This design comes from an exercise in tuning for small area, a short achievable clock period and few clock cycles per item on the open sky130 flow, not from production work.
Treat power and IR drop as tool artefacts here; the default activity estimate runs too high for this design.

==> inputs of 01-28 <==
==> flow/design.v <==
module bitcoin_hash(input logic        clk, reset_n, start,
                    input logic [15:0] message_addr, output_addr,
                   output logic        done, mem_we,
                   output logic [15:0] mem_addr,
                   output logic [31:0] mem_write_data,
                    input logic [31:0] mem_read_data);
function automatic [31:0] rotr(input [31:0] x, input integer r);
    rotr = (x >> r) | (x << (32 - r));
endfunction
localparam logic [2047:0] KTAB = {
    32'hc67178f2, 32'hbef9a3f7, 32'ha4506ceb, 32'h90befffa,
    32'h8cc70208, 32'h84c87814, 32'h78a5636f, 32'h748f82ee,
    32'h682e6ff3, 32'h5b9cca4f, 32'h4ed8aa4a, 32'h391c0cb3,
    32'h34b0bcb5, 32'h2748774c, 32'h1e376c08, 32'h19a4c116,
    32'h106aa070, 32'hf40e3585, 32'hd6990624, 32'hd192e819,
    32'hc76c51a3, 32'hc24b8b70, 32'ha81a664b, 32'ha2bfe8a1,
    32'h92722c85, 32'h81c2c92e, 32'h766a0abb, 32'h650a7354,
    32'h53380d13, 32'h4d2c6dfc, 32'h2e1b2138, 32'h27b70a85,
    32'h14292967, 32'h06ca6351, 32'hd5a79147, 32'hc6e00bf3,
    32'hbf597fc7, 32'hb00327c8, 32'ha831c66d, 32'h983e5152,
    32'h76f988da, 32'h5cb0a9dc, 32'h4a7484aa, 32'h2de92c6f,
    32'h240ca1cc, 32'h0fc19dc6, 32'hefbe4786, 32'he49b69c1,
    32'hc19bf174, 32'h9bdc06a7, 32'h80deb1fe, 32'h72be5d74,
    32'h550c7dc3, 32'h243185be, 32'h12835b01, 32'hd807aa98,
    32'hab1c5ed5, 32'h923f82a4, 32'h59f111f1, 32'h3956c25b,
    32'he9b5dba5, 32'hb5c0fbcf, 32'h71374491, 32'h428a2f98};
localparam logic [255:0] IVTAB = {
    32'h5be0cd19, 32'h1f83d9ab, 32'h9b05688c, 32'h510e527f,
    32'ha54ff53a, 32'h3c6ef372, 32'hbb67ae85, 32'h6a09e667};
function automatic [63:0] csa(input [31:0] x, input [31:0] y, input [31:0] z);
    csa = {x ^ y ^ z, ((x & y) | (x & z) | (y & z)) << 1};
endfunction
function automatic [31:0] add_bk(input [31:0] x, input [31:0] y);
    logic [31:0] gg, pp;
    gg = x & y;
    pp = x ^ y;
    for (int l = 0; l < 5; l++)
        for (int i = 0; i < 32; i++)
            if (((i + 1) % (2 << l)) == 0) begin
                gg[i] = gg[i] | (pp[i] & gg[i - (1 << l)]);
                pp[i] = pp[i] & pp[i - (1 << l)];
            end
    for (int l = 3; l >= 0; l--)
        for (int i = 0; i < 32; i++)
            if (((i + 1) % (2 << l)) == (1 << l) && i >= (2 << l)) begin
                gg[i] = gg[i] | (pp[i] & gg[i - (1 << l)]);
                pp[i] = pp[i] & pp[i - (1 << l)];
            end
    add_bk = (x ^ y) ^ {gg[30:0], 1'b0};
endfunction
logic [31:0] a, b, c, d, e, f, g, h;
logic [31:0] w [0:15];
logic [31:0] ra [0:3];
logic [31:0] re [0:3];
logic [31:0] m;
logic        busy;       
logic        pro;        
logic [7:0]  tau;        
logic [3:0]  nonce;
logic        we_r;
logic [15:0] addr_r;
assign done           = ~busy;
assign mem_we         = we_r;
assign mem_addr       = addr_r;
assign mem_write_data = d;
logic        busy_n, pro_n, we_n;
logic [7:0]  tau_n;
logic [3:0]  nonce_n;
always_comb begin
    busy_n = busy; pro_n = pro; tau_n = tau + 8'd1; nonce_n = nonce;
    we_n = 1'b0;
    if (!busy) begin
        tau_n = 8'd0;
        pro_n = 1'b1;
        nonce_n = 4'd0;
        if (start) busy_n = 1'b1;
    end else if (pro) begin
        if (tau == 8'd85) begin pro_n = 1'b0; tau_n = 8'd0; end
    end else begin
        if (tau == 8'd138) we_n = 1'b1;
        if (tau == 8'd139) begin
            tau_n = 8'd0;
            nonce_n = nonce + 4'd1;
            if (nonce == 4'd15) busy_n = 1'b0;
        end
    end
end
localparam SEL_RND = 2'd0, SEL_ROT = 2'd1, SEL_IV = 2'd2, SEL_MID = 2'd3;
typedef struct packed {
    logic [1:0] asel;       
    logic       emit_w;     
    logic       emit_r;     
    logic       em;         
    logic       yzero;      
    logic [1:0] wsel;       
    logic [2:0] wc;         
    logic       kz1;        
    logic       tp;         
    logic [1:0] ivi;        
    logic       kfold;      
    logic       aload;      
    logic       awr;        
    logic [1:0] ainc;       
} ctrl_t;
function automatic ctrl_t decode(input logic bz, input logic pr, input logic [7:0] t, input logic [3:0] n);
    ctrl_t r;
    r = '0;
    r.asel = SEL_ROT;
    r.tp  = t[0];
    r.ivi = pr ? ~(t[1:0] - 2'd2) : ~t[1:0];
    if (!bz) begin
        r.aload = 1'b1;
    end else if (pr) begin
        if (t == 8'd71) r.aload = 1'b1;
        if (t == 8'd72) r.ainc = 2'd1;
        if (t >= 8'd2 && t <= 8'd17) r.wsel = 2'd1;
        if (t >= 8'd2 && t <= 8'd5) r.asel = SEL_IV;
        if (t >= 8'd6 && t <= 8'd9) begin r.emit_r = 1'b1; r.yzero = 1'b1; end
        if (t == 8'd12 || t == 8'd84) r.kz1 = 1'b1;
        if (t >= 8'd14 && t <= 8'd77) r.asel = SEL_RND;
        if (t >= 8'd78 && t <= 8'd81) r.emit_r = 1'b1;
        if (t >= 8'd82) r.asel = SEL_MID;
        if (t >= 8'd74 && t <= 8'd76) r.wsel = 2'd1;
        if (t >= 8'd77) r.wsel = 2'd2;
        if (t == 8'd78) r.wc = 3'd2;         
    end else begin
        if (t <= 8'd63) r.asel = SEL_RND;
        if (t >= 8'd64 && t <= 8'd67) r.emit_w = 1'b1;
        if (t >= 8'd68 && t <= 8'd71) r.asel = SEL_IV;
        if (t == 8'd70 || t == 8'd138) r.kz1 = 1'b1;
        if (t == 8'd134) r.kfold = 1'b1;
        if (t >= 8'd72 && t <= 8'd135) r.asel = SEL_RND;
        if (t >= 8'd136) r.asel = SEL_MID;
        if (t == 8'd125) r.aload = 1'b1;
        if (t == 8'd126) r.ainc = 2'd1;
        if (t == 8'd137) begin r.aload = 1'b1; r.awr = 1'b1; end
        if (t == 8'd138) r.ainc = 2'd2;
        if (t <= 8'd3) begin r.wsel = 2'd2; r.wc = (t == 8'd3) ? 3'd3 : 3'd0; end
        if (t >= 8'd68 && t <= 8'd75) begin
            r.wsel = 2'd2;
            r.wc = (t == 8'd68) ? 3'd2 : (t == 8'd75) ? 3'd4 : 3'd0;
        end
        if (t >= 8'd128 && t <= 8'd130) r.wsel = 2'd1;
        if (t >= 8'd131) begin
            r.wsel = 2'd2;
            r.wc = (t == 8'd131) ? 3'd1 : (t == 8'd132) ? 3'd2 : 3'd0;
        end
    end
    r.em = r.emit_r | r.emit_w;
    decode = r;
endfunction
ctrl_t ct, ct_n;
assign ct_n = decode(busy, pro_n, tau_n, nonce_n);
logic [5:0] kidx;       
logic [31:0] kr;        
logic [3:0] wnonce;     
always_ff @(posedge clk, negedge reset_n) begin
    if (!reset_n) begin
        busy  <= 1'b0;
        pro   <= 1'b0;
        tau   <= 8'd0;
        nonce <= 4'd0;
        we_r  <= 1'b0;
        ct    <= '0;
    end else begin
        busy  <= busy_n;
        pro   <= pro_n;
        tau   <= tau_n;
        nonce <= nonce_n;
        we_r  <= we_n;
        ct    <= ct_n;
    end
end
always_ff @(posedge clk) begin
    kidx   <= ct_n.kz1 ? 6'd0 : kidx + 6'd1;
    kr     <= ct_n.em ? 32'd0 : ct_n.kfold ? 32'hc67178f2 + 32'h6a09e667 : KTAB[32*kidx +: 32];
    wnonce <= pro ? 4'd0 : nonce + 4'd1;
end
wire [31:0] s1  = rotr(e, 6) ^ rotr(e, 11) ^ rotr(e, 25);
wire [31:0] ch  = (e & f) ^ (~e & g);
wire [31:0] s0  = rotr(a, 2) ^ rotr(a, 13) ^ rotr(a, 22);
wire [31:0] maj = (a & b) ^ (a & c) ^ (b & c);
wire [31:0] c1s, c1c, c2s, c2c, c3s, c3c, e1s, e1c, e2s, e2c;
assign {c1s, c1c} = csa(ch, maj, m);         
assign {c2s, c2c} = csa(s0, s1, c1s);
assign {c3s, c3c} = csa(c2s, c2c, c1c);
assign {e1s, e1c} = csa(ch, m, d);           
assign {e2s, e2c} = csa(e1s, e1c, s1);
wire        rnd   = (ct.asel == SEL_RND);
wire [31:0] a_cy  = (c3s + c3c) ^ c3s ^ c3c;
wire [31:0] e_cy  = (e2s + e2c) ^ e2s ^ e2c;
wire [31:0] xa = ct.tp ? c : a;
wire [31:0] xe = ct.tp ? g : e;
wire [31:0] ya = ra[3] & {32{~ct.yzero}};
wire [31:0] ye = re[3] & {32{~ct.yzero}};
wire [31:0] m1s, m1c;
assign {m1s, m1c} = csa(ct.em ? xa : w[5], ct.em ? ya : g, kr);
wire [31:0] m_next = add_bk(m1s, m1c);
wire [31:0] sg0 = rotr(w[1], 7) ^ rotr(w[1], 18) ^ (w[1] >> 3);
wire [31:0] sg1 = rotr(w[14], 17) ^ rotr(w[14], 19) ^ (w[14] >> 10);
wire [31:0] n1s, n1c, n2s, n2c;
assign {n1s, n1c} = csa(sg1, w[9], sg0);
assign {n2s, n2c} = csa(ct.em ? 32'd0 : n1s, ct.em ? xe : n1c, ct.em ? ye : w[0]);
wire [31:0] w_next = add_bk(n2s, n2c);
wire [31:0] mid_a = ct.tp ? ra[2] : ra[0];
wire [31:0] mid_e = ct.tp ? re[2] : re[0];
logic [31:0] wconst, w_in, a_in, e_in, a_oth, e_oth;
always_comb begin
    case (ct.wc)
    3'd1:    wconst = {28'd0, wnonce};
    3'd2:    wconst = 32'h80000000;
    3'd3:    wconst = 32'd640;
    3'd4:    wconst = 32'd256;
    default: wconst = 32'd0;
    endcase
    case (ct.wsel)
    2'd0:    w_in = w_next;
    2'd1:    w_in = mem_read_data;
    default: w_in = wconst;
    endcase
    case (ct.asel)
    SEL_IV:  begin a_oth = IVTAB[32*{1'b0, ct.ivi} +: 32]; e_oth = IVTAB[32*{1'b1, ct.ivi} +: 32]; end
    SEL_MID: begin a_oth = mid_a; e_oth = mid_e; end
    default: begin a_oth = d; e_oth = h; end
    endcase
    a_in = (rnd ? c3s ^ c3c : a_oth) ^ (a_cy & {32{rnd}});
    e_in = (rnd ? e2s ^ e2c : e_oth) ^ (e_cy & {32{rnd}});
end
always_ff @(posedge clk) begin
    a <= a_in; b <= a; c <= b; d <= c;
    e <= e_in; f <= e; g <= f; h <= g;
    for (int i = 0; i < 15; i++) w[i] <= w[i+1];
    w[11] <= ct.emit_w ? m_next : w[12];
    w[15] <= w_in;
    ra[0] <= ct.emit_r ? m_next : ra[3]; ra[1] <= ra[0]; ra[2] <= ra[1]; ra[3] <= ra[2];
    re[0] <= ct.emit_r ? w_next : re[3]; re[1] <= re[0]; re[2] <= re[1]; re[3] <= re[2];
    m <= m_next;
    addr_r <= ct.aload ? (ct.awr ? output_addr : message_addr)
                       : addr_r + ((ct.ainc == 2'd1) ? 16'd16 : (ct.ainc == 2'd2) ? {12'd0, nonce} : 16'd1);
end
endmodule
==> flow/flow/run.sh <==
#!/bin/bash
# Layout with the standard flow (standard.sh), with these changes:
#  - synthesis skips the full-adder extraction (ADDER_MAP_FILE empty), so the
#    carry-save adders of the SHA-256 round map to faster XOR/majority logic;
#    synthesis script, passes, flattening and renaming are otherwise standard;
#  - ports are buffered with buf_2 cells.
set -euo pipefail
EXTRA="ADDER_MAP_FILE= SETUP_SLACK_MARGIN=6.3 'BUFFER_PORTS_ARGS=-buffer_cell sky130_fd_sc_hd__buf_2'"
sed "s|\"\${@:-finish}\"|$EXTRA \"\${@:-finish}\"|" standard.sh > standard_own.sh
grep -q 'SETUP_SLACK_MARGIN=6.3' standard_own.sh
bash standard_own.sh synth > synth.log 2>&1
bash standard_own.sh finish > layout.log 2>&1
==> flow/standard.sh <==
#!/bin/bash
# synth_recipe.tcl (not shown) runs the flow's synth.tcl, then flattens the netlist and writes it again
# the make line also repeats each setting of config.mk as NAME=value (left out here)
make -C /OpenROAD-flow-scripts/flow DESIGN_CONFIG=/design/flow/config.mk WORK_HOME=/design/flow/orfs CLKGATE_MAP_FILE= SYNTH_SCRIPT=/design/flow/synth_recipe.tcl "${@:-finish}"
==> flow/config.mk <==
export PLATFORM = sky130hd
export DESIGN_NAME = bitcoin_hash
export DESIGN_NICKNAME = bitcoin_hash
export VERILOG_FILES = /design/flow/design.v
export SDC_FILE = /design/flow/constraint.sdc
export NUM_CORES = 8
export LEC_CHECK = 0
export ABC_AREA = 1
export CAP_MARGIN = 20
export CORE_MARGIN = 2
export CORE_UTILIZATION = 65
export CTS_CLUSTER_DIAMETER = 100
export CTS_CLUSTER_SIZE = 20
export SETUP_SLACK_MARGIN = 5
export SLEW_MARGIN = 20
==> flow/constraint.sdc <==
create_clock -name core_clock -period 10.0 [get_ports {clk}]
set_input_delay 2.0000 -clock core_clock [delete_from_list [all_inputs] [get_ports {clk}]]
set_output_delay 2.0000 -clock core_clock [all_outputs]
set_load 0.01 [all_outputs]
==> 11-04: changes against 01-28 <==
==> flow/design.v, changed modules only <==
module bitcoin_hash(input logic        clk, reset_n, start,
                    input logic [15:0] message_addr, output_addr,
                   output logic        done, mem_we,
                   output logic [15:0] mem_addr,
                   output logic [31:0] mem_write_data,
                    input logic [31:0] mem_read_data);
function automatic [31:0] rotr(input [31:0] x, input integer r);
    rotr = (x >> r) | (x << (32 - r));
endfunction
localparam logic [2047:0] KTAB = {
    32'hc67178f2, 32'hbef9a3f7, 32'ha4506ceb, 32'h90befffa,
    32'h8cc70208, 32'h84c87814, 32'h78a5636f, 32'h748f82ee,
    32'h682e6ff3, 32'h5b9cca4f, 32'h4ed8aa4a, 32'h391c0cb3,
    32'h34b0bcb5, 32'h2748774c, 32'h1e376c08, 32'h19a4c116,
    32'h106aa070, 32'hf40e3585, 32'hd6990624, 32'hd192e819,
    32'hc76c51a3, 32'hc24b8b70, 32'ha81a664b, 32'ha2bfe8a1,
    32'h92722c85, 32'h81c2c92e, 32'h766a0abb, 32'h650a7354,
    32'h53380d13, 32'h4d2c6dfc, 32'h2e1b2138, 32'h27b70a85,
    32'h14292967, 32'h06ca6351, 32'hd5a79147, 32'hc6e00bf3,
    32'hbf597fc7, 32'hb00327c8, 32'ha831c66d, 32'h983e5152,
    32'h76f988da, 32'h5cb0a9dc, 32'h4a7484aa, 32'h2de92c6f,
    32'h240ca1cc, 32'h0fc19dc6, 32'hefbe4786, 32'he49b69c1,
    32'hc19bf174, 32'h9bdc06a7, 32'h80deb1fe, 32'h72be5d74,
    32'h550c7dc3, 32'h243185be, 32'h12835b01, 32'hd807aa98,
    32'hab1c5ed5, 32'h923f82a4, 32'h59f111f1, 32'h3956c25b,
    32'he9b5dba5, 32'hb5c0fbcf, 32'h71374491, 32'h428a2f98};
localparam logic [255:0] IVTAB = {
    32'h5be0cd19, 32'h1f83d9ab, 32'h9b05688c, 32'h510e527f,
    32'ha54ff53a, 32'h3c6ef372, 32'hbb67ae85, 32'h6a09e667};
function automatic [63:0] csa(input [31:0] x, input [31:0] y, input [31:0] z);
    csa = {x ^ y ^ z, ((x & y) | (x & z) | (y & z)) << 1};
endfunction
function automatic [31:0] add_bk(input [31:0] x, input [31:0] y);
    logic [31:0] gg, pp;
    gg = x & y;
    pp = x ^ y;
    for (int l = 0; l < 5; l++)
        for (int i = 0; i < 32; i++)
            if (((i + 1) % (2 << l)) == 0) begin
                gg[i] = gg[i] | (pp[i] & gg[i - (1 << l)]);
                pp[i] = pp[i] & pp[i - (1 << l)];
            end
    for (int l = 3; l >= 0; l--)
        for (int i = 0; i < 32; i++)
            if (((i + 1) % (2 << l)) == (1 << l) && i >= (2 << l)) begin
                gg[i] = gg[i] | (pp[i] & gg[i - (1 << l)]);
                pp[i] = pp[i] & pp[i - (1 << l)];
            end
    add_bk = (x ^ y) ^ {gg[30:0], 1'b0};
endfunction
logic [31:0] a, b, c, d, e, f, g, h;
logic [31:0] w [0:15];
logic [31:0] ra [0:3];
logic [31:0] re [0:3];
logic [31:0] m;
logic        busy;       
logic        pro;        
logic [7:0]  tau;        
logic [3:0]  nonce;
logic        we_r;
logic [15:0] addr_r;
assign done           = ~busy;
assign mem_we         = we_r;
assign mem_addr       = addr_r;
assign mem_write_data = d;
logic        busy_n, pro_n, we_n;
logic [7:0]  tau_n;
logic [3:0]  nonce_n;
always_comb begin
    busy_n = busy; pro_n = pro; tau_n = tau + 8'd1; nonce_n = nonce;
    we_n = 1'b0;
    if (!busy) begin
        tau_n = 8'd0;
        if (start) begin
            busy_n = 1'b1; pro_n = 1'b1; tau_n = 8'd1; nonce_n = 4'd0;
        end
    end else if (pro) begin
        if (tau == 8'd85) begin pro_n = 1'b0; tau_n = 8'd0; end
    end else begin
        if (tau == 8'd138) we_n = 1'b1;
        if (tau == 8'd139) begin
            tau_n = 8'd0;
            nonce_n = nonce + 4'd1;
            if (nonce == 4'd15) busy_n = 1'b0;
        end
    end
end
localparam SEL_RND = 2'd0, SEL_ROT = 2'd1, SEL_IV = 2'd2, SEL_MID = 2'd3;
typedef struct packed {
    logic [1:0] asel;       
    logic       emit_w;     
    logic       emit_r;     
    logic       yzero;      
    logic [1:0] wsel;       
    logic [2:0] wc;         
    logic       kz1;        
    logic       kfold;      
    logic       awr;        
    logic [4:0] aoff;       
} ctrl_t;
function automatic ctrl_t decode(input logic bz, input logic pr, input logic [7:0] t, input logic [3:0] n);
    ctrl_t r;
    r = '0;
    r.asel = SEL_ROT;
    r.aoff = t[4:0] + 5'd18;               
    if (!bz) begin
        r.aoff = 5'd0;
    end else if (pr) begin
        if (t <= 8'd15) r.aoff = t[4:0];
        else r.aoff = t[4:0] + 5'd8;        
        if (t >= 8'd2 && t <= 8'd17) r.wsel = 2'd1;
        if (t >= 8'd6 && t <= 8'd9) r.asel = SEL_IV;
        if (t >= 8'd10 && t <= 8'd13) begin r.emit_r = 1'b1; r.yzero = 1'b1; end
        if (t == 8'd12 || t == 8'd84) r.kz1 = 1'b1;
        if (t >= 8'd14 && t <= 8'd77) r.asel = SEL_RND;
        if (t >= 8'd78 && t <= 8'd81) r.emit_r = 1'b1;
        if (t >= 8'd82) r.asel = SEL_MID;
        if (t >= 8'd74 && t <= 8'd76) r.wsel = 2'd1;
        if (t >= 8'd77) r.wsel = 2'd2;
        if (t == 8'd78) r.wc = 3'd2;         
    end else begin
        if (t <= 8'd63) r.asel = SEL_RND;
        if (t >= 8'd64 && t <= 8'd67) r.emit_w = 1'b1;
        if (t >= 8'd68 && t <= 8'd71) r.asel = SEL_IV;
        if (t == 8'd70 || t == 8'd138) r.kz1 = 1'b1;
        if (t == 8'd134) r.kfold = 1'b1;
        if (t >= 8'd72 && t <= 8'd135) r.asel = SEL_RND;
        if (t >= 8'd136) r.asel = SEL_MID;
        if (t == 8'd138) begin r.awr = 1'b1; r.aoff = {1'b0, n}; end
        if (t <= 8'd3) begin r.wsel = 2'd2; r.wc = (t == 8'd3) ? 3'd3 : 3'd0; end
        if (t >= 8'd68 && t <= 8'd75) begin
            r.wsel = 2'd2;
            r.wc = (t == 8'd68) ? 3'd2 : (t == 8'd75) ? 3'd4 : 3'd0;
        end
        if (t >= 8'd128 && t <= 8'd130) r.wsel = 2'd1;
        if (t >= 8'd131) begin
            r.wsel = 2'd2;
            r.wc = (t == 8'd131) ? 3'd1 : (t == 8'd132) ? 3'd2 : 3'd0;
        end
    end
    decode = r;
endfunction
ctrl_t ct, ct_n;
assign ct_n = decode(busy_n, pro_n, tau_n, nonce_n);
logic [5:0] kidx;       
logic [31:0] kr;        
logic [3:0] wnonce;     
always_ff @(posedge clk, negedge reset_n) begin
    if (!reset_n) begin
        busy  <= 1'b0;
        pro   <= 1'b0;
        tau   <= 8'd0;
        nonce <= 4'd0;
        we_r  <= 1'b0;
        ct    <= '0;
    end else begin
        busy  <= busy_n;
        pro   <= pro_n;
        tau   <= tau_n;
        nonce <= nonce_n;
        we_r  <= we_n;
        ct    <= ct_n;
    end
end
always_ff @(posedge clk) begin
    kidx   <= ct_n.kz1 ? 6'd0 : kidx + 6'd1;
    kr     <= ct_n.kfold ? 32'hc67178f2 + 32'h6a09e667 : KTAB[32*kidx +: 32];
    wnonce <= pro ? 4'd0 : nonce + 4'd1;
end
wire [1:0] ph  = pro ? tau[1:0] - 2'd2 : tau[1:0];
wire [31:0] s1  = rotr(e, 6) ^ rotr(e, 11) ^ rotr(e, 25);
wire [31:0] ch  = (e & f) ^ (~e & g);
wire [31:0] s0  = rotr(a, 2) ^ rotr(a, 13) ^ rotr(a, 22);
wire [31:0] maj = (a & b) ^ (a & c) ^ (b & c);
wire [31:0] c1s, c1c, c2s, c2c, c3s, c3c, e1s, e1c, e2s, e2c;
assign {c1s, c1c} = csa(ch, maj, m);         
assign {c2s, c2c} = csa(s0, s1, c1s);
assign {c3s, c3c} = csa(c2s, c2c, c1c);
assign {e1s, e1c} = csa(ch, m, d);           
assign {e2s, e2c} = csa(e1s, e1c, s1);
wire        rnd   = (ct.asel == SEL_RND);
wire [31:0] a_cy  = (c3s + c3c) ^ c3s ^ c3c;
wire [31:0] e_cy  = (e2s + e2c) ^ e2s ^ e2c;
wire [31:0] m1s, m1c;
assign {m1s, m1c} = csa(w[5], g, kr);
wire [31:0] sg0 = rotr(w[1], 7) ^ rotr(w[1], 18) ^ (w[1] >> 3);
wire [31:0] sg1 = rotr(w[14], 17) ^ rotr(w[14], 19) ^ (w[14] >> 10);
wire [31:0] n1s, n1c, n2s, n2c;
assign {n1s, n1c} = csa(sg1, w[9], sg0);
assign {n2s, n2c} = csa(n1s, n1c, w[0]);
wire [31:0] w_next = add_bk(n2s, n2c);
wire [31:0] xa = ph[0] ? c : a;
wire [31:0] xe = ph[0] ? g : e;
wire [31:0] sum_a = add_bk(xa, ra[3] & {32{~ct.yzero}});
wire [31:0] sum_e = add_bk(xe, re[3] & {32{~ct.yzero}});
wire [31:0] mid_a = ph[0] ? ra[2] : ra[0];
wire [31:0] mid_e = ph[0] ? re[2] : re[0];
logic [31:0] wconst, w_in, a_in, e_in, a_oth, e_oth;
always_comb begin
    case (ct.wc)
    3'd1:    wconst = {28'd0, wnonce};
    3'd2:    wconst = 32'h80000000;
    3'd3:    wconst = 32'd640;
    3'd4:    wconst = 32'd256;
    default: wconst = 32'd0;
    endcase
    if (ct.emit_w) w_in = sum_e;
    else case (ct.wsel)
    2'd0:    w_in = w_next;
    2'd1:    w_in = mem_read_data;
    default: w_in = wconst;
    endcase
    case (ct.asel)
    SEL_IV:  begin a_oth = IVTAB[32*{1'b0, ~ph} +: 32]; e_oth = IVTAB[32*{1'b1, ~ph} +: 32]; end
    SEL_MID: begin a_oth = mid_a; e_oth = mid_e; end
    default: begin a_oth = d; e_oth = h; end
    endcase
    a_in = (rnd ? c3s ^ c3c : a_oth) ^ (a_cy & {32{rnd}});
    e_in = (rnd ? e2s ^ e2c : e_oth) ^ (e_cy & {32{rnd}});
end
always_ff @(posedge clk) begin
    a <= a_in; b <= a; c <= b; d <= c;
    e <= e_in; f <= e; g <= f; h <= g;
    for (int i = 0; i < 15; i++) w[i] <= w[i+1];
    w[11] <= ct.emit_w ? sum_a : w[12];
    w[15] <= w_in;
    ra[0] <= ct.emit_r ? sum_a : ra[3]; ra[1] <= ra[0]; ra[2] <= ra[1]; ra[3] <= ra[2];
    re[0] <= ct.emit_r ? sum_e : re[3]; re[1] <= re[0]; re[2] <= re[1]; re[3] <= re[2];
    m <= add_bk(m1s, m1c);
    addr_r <= (ct.awr ? output_addr : message_addr) + {11'd0, ct.aoff};
end
endmodule
==> flow/flow/run.sh (replaced) <==
#!/bin/bash
set -euo pipefail
MARGIN=6.5
bash standard.sh synth > synth.log 2>&1
sed 's/"\${@:-finish}"/SETUP_SLACK_MARGIN='"$MARGIN"' "${@:-finish}"/' standard.sh > standard_margin.sh
grep -q "SETUP_SLACK_MARGIN=$MARGIN" standard_margin.sh
bash standard_margin.sh finish > layout.log 2>&1
Settings changed: CORE_UTILIZATION 65 to 50, CTS_CLUSTER_DIAMETER 100 to default, CTS_CLUSTER_SIZE 20 to default.
==> qor summary <==
Fraction of layout instances using a drive strength above 1: 11-04 24.7%; 01-28 12.3%
Status: 11-04 timing/DRC/antenna clean; 01-28 timing/DRC/antenna clean
Largest net degree at the start of global routing: 11-04 71; 01-28 84
Dpl ws: 11-04 5.12 ns; 01-28 5.20 ns
Global routing met1 resource utilization: 11-04 51.2%; 01-28 54.4%
Pre-Repair DR Iteration Count: 11-04 5; 01-28 7
Routed met3 length: 11-04 16500 um; 01-28 25900 um
Number of buffers inserted to repair setup after CTS: 11-04 154; 01-28 8
Portion of the post-synthesis area used by sequential elements: 11-04 45.4%; 01-28 44.0%
Startpoint of the worst setup timing path: 11-04 w[14][4]; 01-28 ct[19]
Final setup skew: 11-04 0.0791 ns; 01-28 0.0390 ns
Footprint of the multi-input gates: 11-04 28500 um^2; 01-28 26300 um^2
Flip-flop and latch share of the layout cell area: 11-04 36.4%; 01-28 40.1%
No run of this note included a check of the RTL's function; only the layout flow was run.

afterwards: timing with drivers on the ports:
In the flow no input, the clock included, has a driving cell. The finished layouts below were timed again as built, in two steps. Step 1 assumes that a clkbuf_16 drives the clock port and a buf_2 every other input. Step 2 times the ports against the registers' clock, not the clock port: input delays grow and output delays shrink by t, the midpoint of the rising clock arrivals with the driver on. Slacks: ideal ports / drivers / drivers and shift; pairs: ideal ports / drivers.
| run | shift t [ns] | setup WS [ns] | hold WS [ns] | latest minus earliest clock arrival (ns) | cell pins on the clock port's net |
|---|---|---|---|---|---|
| 01-28 | 0.736 | 6.124 / 6.124 / 6.124 | 0.317 / 0.317 / 0.317 | 0.040 / 0.039 | 1 |
| 11-04 | 0.792 | 5.523 / 5.523 / 5.523 | 0.278 / 0.278 / 0.278 | 0.080 / 0.080 | 1 |
After both steps setup and hold are still met in every run listed.
